Source: an optimization exercise on an open RTL-to-GDS flow (aim: small area and a short achievable clock period). Production flows keep margins and buffers that such runs may drop. The RTL was checked by simulation tests, not by an equivalence proof against the original design. Power figures rest on the tool's default switching activity, not on a simulated workload.

## run A
// CIRCUIT7
module CIRCUIT7(a, b, c, d, zero, Clk, Rst, z);
    input Clk, Rst;
    input [31:0] a, b, c, d, zero;
    output [31:0] z;
    wire [31:0] e, f, g, fr, zwire;
    wire gEQz;
    DIV div1(a, b, e, g);      
    DIV div2(c, d, f, fr);     
    COMP #(32) comp1(g, zero, gEQz);
    MUX2x1 #(32) mux1(f, e, gEQz, zwire);
    REG #(32) reg1(zwire, Clk, Rst, z);
endmodule
For scale: ~7,600 cells after synthesis, about 32 flip-flops, about 0.051 sq mm of cells after synthesis.
Settings: LEC_CHECK=0, ABC_AREA=1, CAP_MARGIN=20, CORE_MARGIN=2, CORE_UTILIZATION=50, CTS_CLUSTER_DIAMETER=25, CTS_CLUSTER_SIZE=4, SLEW_MARGIN=20, SETUP_SLACK_MARGIN=110, SKIP_PIN_SWAP=1; clock period 260.0 ns.
standard.sh (not shown) runs the stock make flow with config.mk's settings and CLKGATE_MAP_FILE= SYNTH_SCRIPT=/design/flow/synth_recipe.tcl, a recipe that flattens the netlist after the stock synthesis.
==> flow/flow/run.sh <==
#!/bin/bash
# Standard layout (the standard.sh), with timing repair aiming for extra
# setup slack so that the resizer works on the critical paths although the
# clock is met. Pin swapping is left out of the repair moves.
set -e
cd "$(dirname "$0")/.."
cat >> config.mk <<'EOC'
export SETUP_SLACK_MARGIN = 110
export SKIP_PIN_SWAP = 1
EOC
bash standard.sh > standard.log 2>&1
The flow did not stop early for run A: all stages ran, and the layout cleared the timing, DRC and antenna checks.
The inputs of run B differ from those of run A as listed below.
Settings: changing CORE_UTILIZATION from 50 to 65.
--- outcome ---
- Run B went all the way through the flow, and no timing, DRC or antenna check failed.
- Of run A and run B, the run reporting the lower clock group share of total power was run B.
- Diff run A -> run B | met1 layer wirelength in the final routing | down by more than 10%
- On via count, the higher figure sits with run B, not run A.
Here is what was changed in the inputs of run C compared with run B.
Settings: a change of SETUP_SLACK_MARGIN from 110 to 118; a change of CORE_UTILIZATION from 65 to 50.
-- flow/flow/run.sh --
<<< run B, line 6
cd "$(dirname "$0")/.."
cat >> config.mk <<'EOC'
export SETUP_SLACK_MARGIN = 110
export SKIP_PIN_SWAP = 1
EOC
>>> run C, line 6
cd "$(dirname "$0")/.."
cat >> config.mk <<'EOC'
export SETUP_SLACK_MARGIN = 118
export SKIP_PIN_SWAP = 1
EOC
==> summary.txt <==
Met2 layer usage reported by global route: run C < run B. Of run B and run C, the run reporting the higher core area was run C. On height of the chip: between run B and run C, it ends up higher for run C. Count of placed standard cells including taps, run B and run C: larger value in run C. Cmp run B and run C / non-clock buffer count / lower: run B. Of run B and run C, the run reporting the higher final worst slack was run C. Run C against run B: area taken by multi-input logic gates went up 2.5%; basic-gate share of the synthesized area counting and, or, nand and nor cells held; ratio of final minimum period to clock period went down 2.3 points; wire length of the first global-routing pass went up 3.4%. Run C: total detailed-routing wirelength higher than run B. Run C did not stop at any stage, and its layout met the timing, DRC and antenna checks. Run B: full flow OK, the timing, DRC and antenna checks passed.
What run D does differently from run C at the input level:
Settings: SKIP_PIN_SWAP removed (was 1); SETUP_SLACK_MARGIN changed from 118 to 130.
==> flow/flow/run.sh <==
#!/bin/bash
# Standard layout, with timing repair aiming for extra setup slack so that
# the resizer works on the critical paths although the clock is met.
set -e
cd "$(dirname "$0")/.."
echo "export SETUP_SLACK_MARGIN = 130" >> config.mk
bash standard.sh > standard.log 2>&1
### Flow results
Going from run C to run D, worst setup slack has decreased, worst hold slack now sits higher, number of primary I/O pins barely changed, number of antenna violations at the first check in global routing increased 1, via count of the first global-routing pass now larger.
[inputs] run E vs run D
Settings: CAP_MARGIN now 90, was 20; SETUP_SLACK_MARGIN no longer set, was 130; SLEW_MARGIN now 90, was 20.
==> flow/run.sh (new file) <==
#!/bin/bash
# synth_recipe.tcl (not shown) runs the flow's synth.tcl, then flattens the netlist and writes it again
# the make line also repeats each setting of config.mk as NAME=value (left out here)
make -C /OpenROAD-flow-scripts/flow DESIGN_CONFIG=/design/flow/config.mk WORK_HOME=/design/flow/orfs CLKGATE_MAP_FILE= SYNTH_SCRIPT=/design/flow/synth_recipe.tcl finish
removed: flow/flow/run.sh
removed: flow/standard.sh
Notes after the runs:
Changes observed in run E relative to run D: worst slack at placement fell by 23.88 ns; count of input and output buffers stayed essentially flat; cell area after placement rose by 60%; post-cts resize count fell by 439; total of hold buffers inserted after clock tree synthesis stayed essentially flat. Among run E and run D, a clean, completed layout was produced by run D alone. Status: run E FAILED at global routing (5_1_grt) (tool error). Run E against run D: vertical extent of the die shows no meaningful change; cell total after placement shows an increase of 1,416; synthesized area shows no meaningful change.

---

## build 29
Starting RTL as in the previous note.
// CIRCUIT7
module CIRCUIT7(a, b, c, d, zero, Clk, Rst, z);
    input Clk, Rst;
    input [31:0] a, b, c, d, zero;
    output [31:0] z;
    wire [31:0] e, f, g, fr, zwire;
    wire gEQz;
    DIV div1(a, b, e, g);      
    DIV div2(c, d, f, fr);     
    COMP #(32) comp1(g, zero, gEQz);
    MUX2x1 #(32) mux1(f, e, gEQz, zwire);
    REG #(32) reg1(zwire, Clk, Rst, z);
endmodule
==> flow/config.mk <==
export PLATFORM = sky130hd
export DESIGN_NAME = CIRCUIT7
export DESIGN_NICKNAME = CIRCUIT7
export VERILOG_FILES = /design/flow/design.v
export SDC_FILE = /design/flow/constraint.sdc
export NUM_CORES = 4
export LEC_CHECK = 0
export ABC_AREA = 1
export CAP_MARGIN = 20
export CORE_MARGIN = 2
export CORE_UTILIZATION = 50
export CTS_CLUSTER_DIAMETER = 25
export CTS_CLUSTER_SIZE = 4
export SLEW_MARGIN = 20
export SETUP_SLACK_MARGIN = 114
export SKIP_PIN_SWAP = 1
==> flow/constraint.sdc <==
create_clock -name core_clock -period 260.0 [get_ports {Clk}]
set_input_delay 52.0000 -clock core_clock [delete_from_list [all_inputs] [get_ports {Clk}]]
set_output_delay 52.0000 -clock core_clock [all_outputs]
set_load 0.01 [all_outputs]
==> flow/flow/run.sh <==
#!/bin/bash
# Standard layout (the standard.sh), with timing repair aiming for extra
# setup slack so that the resizer works on the critical paths although the
# clock is met. Pin swapping is left out of the repair moves.
set -e
cd "$(dirname "$0")/.."
cat >> config.mk <<'EOC'
export SETUP_SLACK_MARGIN = 114
export SKIP_PIN_SWAP = 1
EOC
bash standard.sh > standard.log 2>&1
diff inputs: build 29 => build 39
- a change of SLEW_MARGIN from 20 to 70
- a change of CAP_MARGIN from 20 to 70
- a deleted SETUP_SLACK_MARGIN that had been 114
- a deleted SKIP_PIN_SWAP that had been 1
==> flow/run.sh (new file) <==
#!/bin/bash
# synth_recipe.tcl (not shown) runs the flow's synth.tcl, then flattens the netlist and writes it again
# the make line also repeats each setting of config.mk as NAME=value (left out here)
make -C /OpenROAD-flow-scripts/flow DESIGN_CONFIG=/design/flow/config.mk WORK_HOME=/design/flow/orfs CLKGATE_MAP_FILE= SYNTH_SCRIPT=/design/flow/synth_recipe.tcl finish
removed: flow/flow/run.sh
removed: flow/standard.sh
--- outcome ---
Build 39 and build 29 ended up with nearly the same sequential fraction of total cell area. First-iteration detailed-routing DRC count ended up 7.7% lower on build 39 than on build 29. Between build 39 and build 29, cell area is lower for build 39, build 29 comes in above that. Build 39 gives more post-placement setup slack than build 29 did. Status: sequential power parity (build 39, build 29).
Here is what was changed in the inputs of build 44 compared with build 39.
- SETUP_SLACK_MARGIN: unset -> 120
- SLEW_MARGIN: 70 -> 20
- CAP_MARGIN: 70 -> 20
==> flow/flow/run.sh (new file) <==
#!/bin/bash
# Standard layout, with timing repair aiming for extra setup slack so that
# the resizer works on the critical paths although the clock is met.
set -e
cd "$(dirname "$0")/.."
echo "export SETUP_SLACK_MARGIN = 120" >> config.mk
bash standard.sh > standard.log 2>&1
==> flow/standard.sh (new file) <==
#!/bin/bash
# synth_recipe.tcl (not shown) runs the flow's synth.tcl, then flattens the netlist and writes it again
# the make line also repeats each setting of config.mk as NAME=value (left out here)
make -C /OpenROAD-flow-scripts/flow DESIGN_CONFIG=/design/flow/config.mk WORK_HOME=/design/flow/orfs CLKGATE_MAP_FILE= SYNTH_SCRIPT=/design/flow/synth_recipe.tcl "${@:-finish}"
removed: flow/run.sh
## What came out
- Utilization: build 44 vs build 39 up 6.7 points
- Setup slack in build 44 is larger than in build 39.
- Diff build 39..build 44 | number of buffers created by CTS | negligible
- Build 44: global-route usage 1.2 points above build 39
- Compared with build 39, build 44 shows a global-route wire length before repair that is about 4% higher.
- Relative to build 39, build 44 improves final critical-path required period.
- Compared with build 39, build 44 degrades worst hold slack.
- Fill cell total of the finished layout (higher): build 39
- Final cycle utilization of the critical path: build 44 < build 39
- Compared with build 39, build 44 ends up with more cell area.
- Power on build 44 is behind build 39.
What build 72 does differently from build 44 at the input level:
- SETUP_SLACK_MARGIN no longer set, was 120
==> flow/run.sh (new file) <==
#!/bin/bash
# synth_recipe.tcl (not shown) runs the flow's synth.tcl, then flattens the netlist and writes it again
# the make line also repeats each setting of config.mk as NAME=value (left out here)
make -C /OpenROAD-flow-scripts/flow DESIGN_CONFIG=/design/flow/config.mk WORK_HOME=/design/flow/orfs CLKGATE_MAP_FILE= SYNTH_SCRIPT=/design/flow/synth_recipe.tcl finish
removed: flow/flow/run.sh
removed: flow/standard.sh
Results
Maximum number of pins on one net before global-route repair for build 72 is higher than for build 44. Build 72: done, clean on timing, DRC and antenna. For combinational cell power, dividing the value from build 72 by the value from build 44 gives 0.864. Routed wire length, build 44 and build 72: larger value in build 44. Compared with build 44, in build 72 detailed router's first-iteration violation count now sits at about the same level, setup slack lost 18.67 ns.
--- input diff build 72..build 81 ---
- SKIP_PIN_SWAP now 1, previously not set
- SETUP_SLACK_MARGIN now 110, previously not set
- SLEW_MARGIN now 70, was 20
- CAP_MARGIN now 70, was 20
==> flow/flow/run.sh (new file) <==
#!/bin/bash
# Standard layout (the standard.sh), with timing repair aiming for extra
# setup slack so that the resizer works on the critical paths although the
# clock is met. Pin swapping is left out of the repair moves.
set -e
cd "$(dirname "$0")/.."
cat >> config.mk <<'EOC'
export SETUP_SLACK_MARGIN = 110
export SKIP_PIN_SWAP = 1
EOC
bash standard.sh > standard.log 2>&1
==> flow/standard.sh (new file) <==
#!/bin/bash
# synth_recipe.tcl (not shown) runs the flow's synth.tcl, then flattens the netlist and writes it again
# the make line also repeats each setting of config.mk as NAME=value (left out here)
make -C /OpenROAD-flow-scripts/flow DESIGN_CONFIG=/design/flow/config.mk WORK_HOME=/design/flow/orfs CLKGATE_MAP_FILE= SYNTH_SCRIPT=/design/flow/synth_recipe.tcl "${@:-finish}"
removed: flow/run.sh
- Master of the slowest instance on the critical path = sky130_fd_sc_hd__nand2_2: build 72; master of the slowest instance on the critical path = sky130_fd_sc_hd__clkdlybuf4s50_1: build 81
- Comparing build 81 and build 72, the lower switching power was measured on build 72.
- Going from build 72 to build 81, the number of global-route vias before repair was found to have gone up by 546.
- Build 81 does worse than build 72 on design area.
- The clock power of build 72 and that of build 81 are within noise of each other.
- Against build 72, build 81 comes in 0.34 points lower on met1 layer usage reported by global route.
- [build 81 vs build 72] mean routed wirelength per cell: higher in build 81
- From build 72 to build 81 the numbers moved as follows: clock share of power dropped 0.2 points; global-route wire length before repair rose by 1300 um.
- Diff build 72 -> build 81: post-layout utilization of the core climbed 2.3 points, placed cell count barely changed.
- In the flow results for build 81 and build 72, the combinational share of power is smaller on build 72.
What build 34 does differently from build 81 at the input level:
- changing SLEW_MARGIN from 70 to 20
- changing CAP_MARGIN from 70 to 20
- removing ABC_AREA (formerly 1)
==> comparison <==
Compared with build 81, build 34 shows cell area that has gone up by more than 10%. Overall power of the completed layout: build 34 vs build 81 up about 30%. Build 81 vs build 34, main combinational cell family by area after synthesis: adder cells vs compound AO/OA/AOI/OAI gates. Synthesized instance count: build 34 vs build 81 up 637. Build 34: no failed stages, no open violations at the end.

---

## v30
CIRCUIT7, a different RTL version from the one above (not shown whole).
Size in the first run: roughly 9000 cells after synthesis, ~32 flip-flops, roughly 190 I/O pins.
Settings: LEC_CHECK=0, CAP_MARGIN=20, CORE_MARGIN=2, CORE_UTILIZATION=50, CTS_CLUSTER_DIAMETER=25, CTS_CLUSTER_SIZE=4, SLEW_MARGIN=20; clock period 260.0 ns.
run.sh (not shown) runs the stock make flow with config.mk's settings and CLKGATE_MAP_FILE= SYNTH_SCRIPT=/design/flow/synth_recipe.tcl, a recipe that flattens the netlist after the stock synthesis.
Stock flow here: none of the scripts above is used.
v30: done, clean on timing, DRC and antenna
The following lists how v3 was set up differently from v30:
# v30
export LEC_CHECK = 0
export CAP_MARGIN = 20
export CORE_MARGIN = 2
export CORE_UTILIZATION = 50
export CTS_CLUSTER_DIAMETER = 25
export CTS_CLUSTER_SIZE = 4
export SLEW_MARGIN = 20
create_clock -name core_clock -period 260.0 [get_ports {Clk}]
# v3
export LEC_CHECK = 0
export ABC_AREA = 1
export CAP_MARGIN = 20
export CORE_MARGIN = 2
export CORE_UTILIZATION = 50
export CTS_CLUSTER_DIAMETER = 25
export CTS_CLUSTER_SIZE = 4
export SLEW_MARGIN = 20
create_clock -name core_clock -period 260.0 [get_ports {Clk}]
--- outcome ---
- Looking at fmax across v3 and v30, the one that comes out higher is v3.
- Looking only at synthesized area, and setting everything else aside, the higher value of v3 and v30 goes to v3.
- Fraction of the core area covered by cells at the end of the flow: v3 and v30 compared, higher one is v30
- NOTE synthesized cell count v30->v3 increased by more than 10%
- Between v30 and v3, the clock-pin slew reported for the worst setup and hold paths after clock tree synthesis does not differ in any meaningful way.
- The final reports for v3 and v30 show final area higher in the former.
- In the reports for v3 and v30, the larger overall power after layout belongs to v30.
- No run among v3 and v30 stopped early or left any final violation; all are clean.
- For v3, the dominant combinational cell family by area after synthesis was simple AND/OR/NAND/NOR gates, unlike v30, where it was compound AO/OA/AOI/OAI gates.

---

CIRCUIT7 with an RTL version that a note above also has.
Size: ~7600 cells after synthesis, roughly 32 flip-flops, roughly 190 I/O pins, about 51000 um^2 of cells after synthesis.
// CIRCUIT7
module CIRCUIT7(a, b, c, d, zero, Clk, Rst, z);
    input Clk, Rst;
    input [31:0] a, b, c, d, zero;
    output [31:0] z;
    wire [31:0] e, f, g, fr, zwire;
    wire gEQz;
    DIV div1(a, b, e, g);      
    DIV div2(c, d, f, fr);     
    COMP #(32) comp1(g, zero, gEQz);
    MUX2x1 #(32) mux1(f, e, gEQz, zwire);
    REG #(32) reg1(zwire, Clk, Rst, z);
endmodule
==> flow/config.mk <==
export PLATFORM = sky130hd
export DESIGN_NAME = CIRCUIT7
export DESIGN_NICKNAME = CIRCUIT7
export VERILOG_FILES = /design/flow/design.v
export SDC_FILE = /design/flow/constraint.sdc
export NUM_CORES = 4
export LEC_CHECK = 0
export ABC_AREA = 1
export CAP_MARGIN = 20
export CORE_MARGIN = 2
export CORE_UTILIZATION = 50
export CTS_CLUSTER_DIAMETER = 25
export CTS_CLUSTER_SIZE = 4
export SLEW_MARGIN = 20
export SETUP_SLACK_MARGIN = 105
export SKIP_PIN_SWAP = 1
==> flow/constraint.sdc <==
create_clock -name core_clock -period 260.0 [get_ports {Clk}]
set_input_delay 52.0000 -clock core_clock [delete_from_list [all_inputs] [get_ports {Clk}]]
set_output_delay 52.0000 -clock core_clock [all_outputs]
set_load 0.01 [all_outputs]
standard.sh (not shown) runs the stock make flow with config.mk's settings and CLKGATE_MAP_FILE= SYNTH_SCRIPT=/design/flow/synth_recipe.tcl, a recipe that flattens the netlist after the stock synthesis.
==> flow/flow/run.sh <==
#!/bin/bash
# Standard layout (the standard.sh), with timing repair aiming for extra
# setup slack so that the resizer works on the critical paths although the
# clock is met. Pin swapping is left out of the repair moves.
set -e
cd "$(dirname "$0")/.."
cat >> config.mk <<'EOC'
export SETUP_SLACK_MARGIN = 105
export SKIP_PIN_SWAP = 1
EOC
bash standard.sh > standard.log 2>&1
Edit:
==> flow/flow/run.sh (replaced) <==
#!/bin/bash
# Standard layout, with timing repair aiming for extra setup slack so that
# the resizer works on the critical paths although the clock is met.
set -e
cd "$(dirname "$0")/.."
echo "export SETUP_SLACK_MARGIN = 100" >> config.mk
bash standard.sh > standard.log 2>&1
- SETUP_SLACK_MARGIN: 105 -> 100
- SKIP_PIN_SWAP: 1 -> default
After rerunning: The changed run completed without violations; power goes down by 0.56%; count of clock-buffer cells in the layout is unchanged; setup slack gets worse by 4100 ps; die area does not change; non-clock buffer count went down by 29; utilization is lower by 0.52 points; design area went down by 0.96%; via count falls by 0.56%; maximum frequency goes down by 2.7%; critical path depth came out higher by 2.
Edit:
==> flow/flow/run.sh (replaced) <==
#!/bin/bash
# Standard layout (the standard.sh), with timing repair aiming for extra
# setup slack so that the resizer works on the critical paths although the
# clock is met. Pin swapping is left out of the repair moves.
set -e
cd "$(dirname "$0")/.."
cat >> config.mk <<'EOC'
export SETUP_SLACK_MARGIN = 114
export SKIP_PIN_SWAP = 1
EOC
bash standard.sh > standard.log 2>&1
- SETUP_SLACK_MARGIN: 100 -> 114
- SKIP_PIN_SWAP: default -> 1
- TNS_END_PERCENT: default -> 10
Non-clock buffer count grows by 113.
Cell count came out higher by 1.4%.
Sequential cell count is unchanged.
Edit:
==> flow/flow/run.sh (replaced) <==
#!/bin/bash
# Standard layout, with timing repair aiming for extra setup slack so that
# the resizer works on the critical paths although the clock is met.
set -e
cd "$(dirname "$0")/.."
echo "export SETUP_SLACK_MARGIN = 110" >> config.mk
bash standard.sh > standard.log 2>&1
- SETUP_SLACK_MARGIN: 114 -> 110
- SKIP_PIN_SWAP: 1 -> default
- TNS_END_PERCENT: 10 -> default
=> Via count falls by about 0.9%. Wire length is lower by about 1.3%. Clock-buffer cell count does not change.

afterwards: timing with drivers on the ports:
In the flow no input, the clock included, has a driving cell. The finished layouts below were timed again as built, in two steps.
Step 1: set_driving_cell puts a clkbuf_16 on Clk and a buf_2 on each other input, an assumption about the parent block.
Step 2 times the ports against the registers' clock, not the clock port: input delays grow and output delays shrink by t, the midpoint of the rising clock arrivals with the driver on.
Slacks: ideal ports / drivers / drivers and shift; pairs: ideal ports / drivers.
run	t, ns	slack for setup (ns)	clock arrival spread, ns
run A	0.354	116.753 / 116.773 / 116.419	0.009 / 0.009
run B	0.353	116.387 / 116.412 / 116.059	0.010 / 0.010
run C	0.356	122.410 / 122.439 / 122.083	0.007 / 0.008
run D	0.360	122.147 / 122.167 / 121.807	0.018 / 0.018
build 29	0.356	119.972 / 119.999 / 119.643	0.007 / 0.007
build 39	0.354	107.165 / 107.197 / 106.843	0.009 / 0.010
build 44	0.356	121.010 / 121.034 / 120.677	0.009 / 0.009
build 72	0.354	102.337 / 102.358 / 102.004	0.009 / 0.009
build 81	0.356	116.759 / 116.791 / 116.434	0.009 / 0.009
build 34	0.375	117.000 / 117.037 / 116.662	0.012 / 0.012
v30	0.386	111.410 / 111.447 / 111.061	0.012 / 0.012
v3	0.399	116.169 / 116.053 / 115.654	0.014 / 0.015
the first run of note 4	0.353	113.010 / 113.030 / 112.677	0.006 / 0.007
the second run of note 4	0.352	108.954 / 108.983 / 108.631	0.007 / 0.007
the third run of note 4	0.356	119.972 / 119.999 / 119.643	0.007 / 0.007
the fourth run of note 4	0.354	116.725 / 116.754 / 116.399	0.009 / 0.009
After both steps every run listed still meets setup and hold. For v3, which loses most, drivers alone change the setup slack by -0.116 ns; drivers and shift together by -0.515 ns.
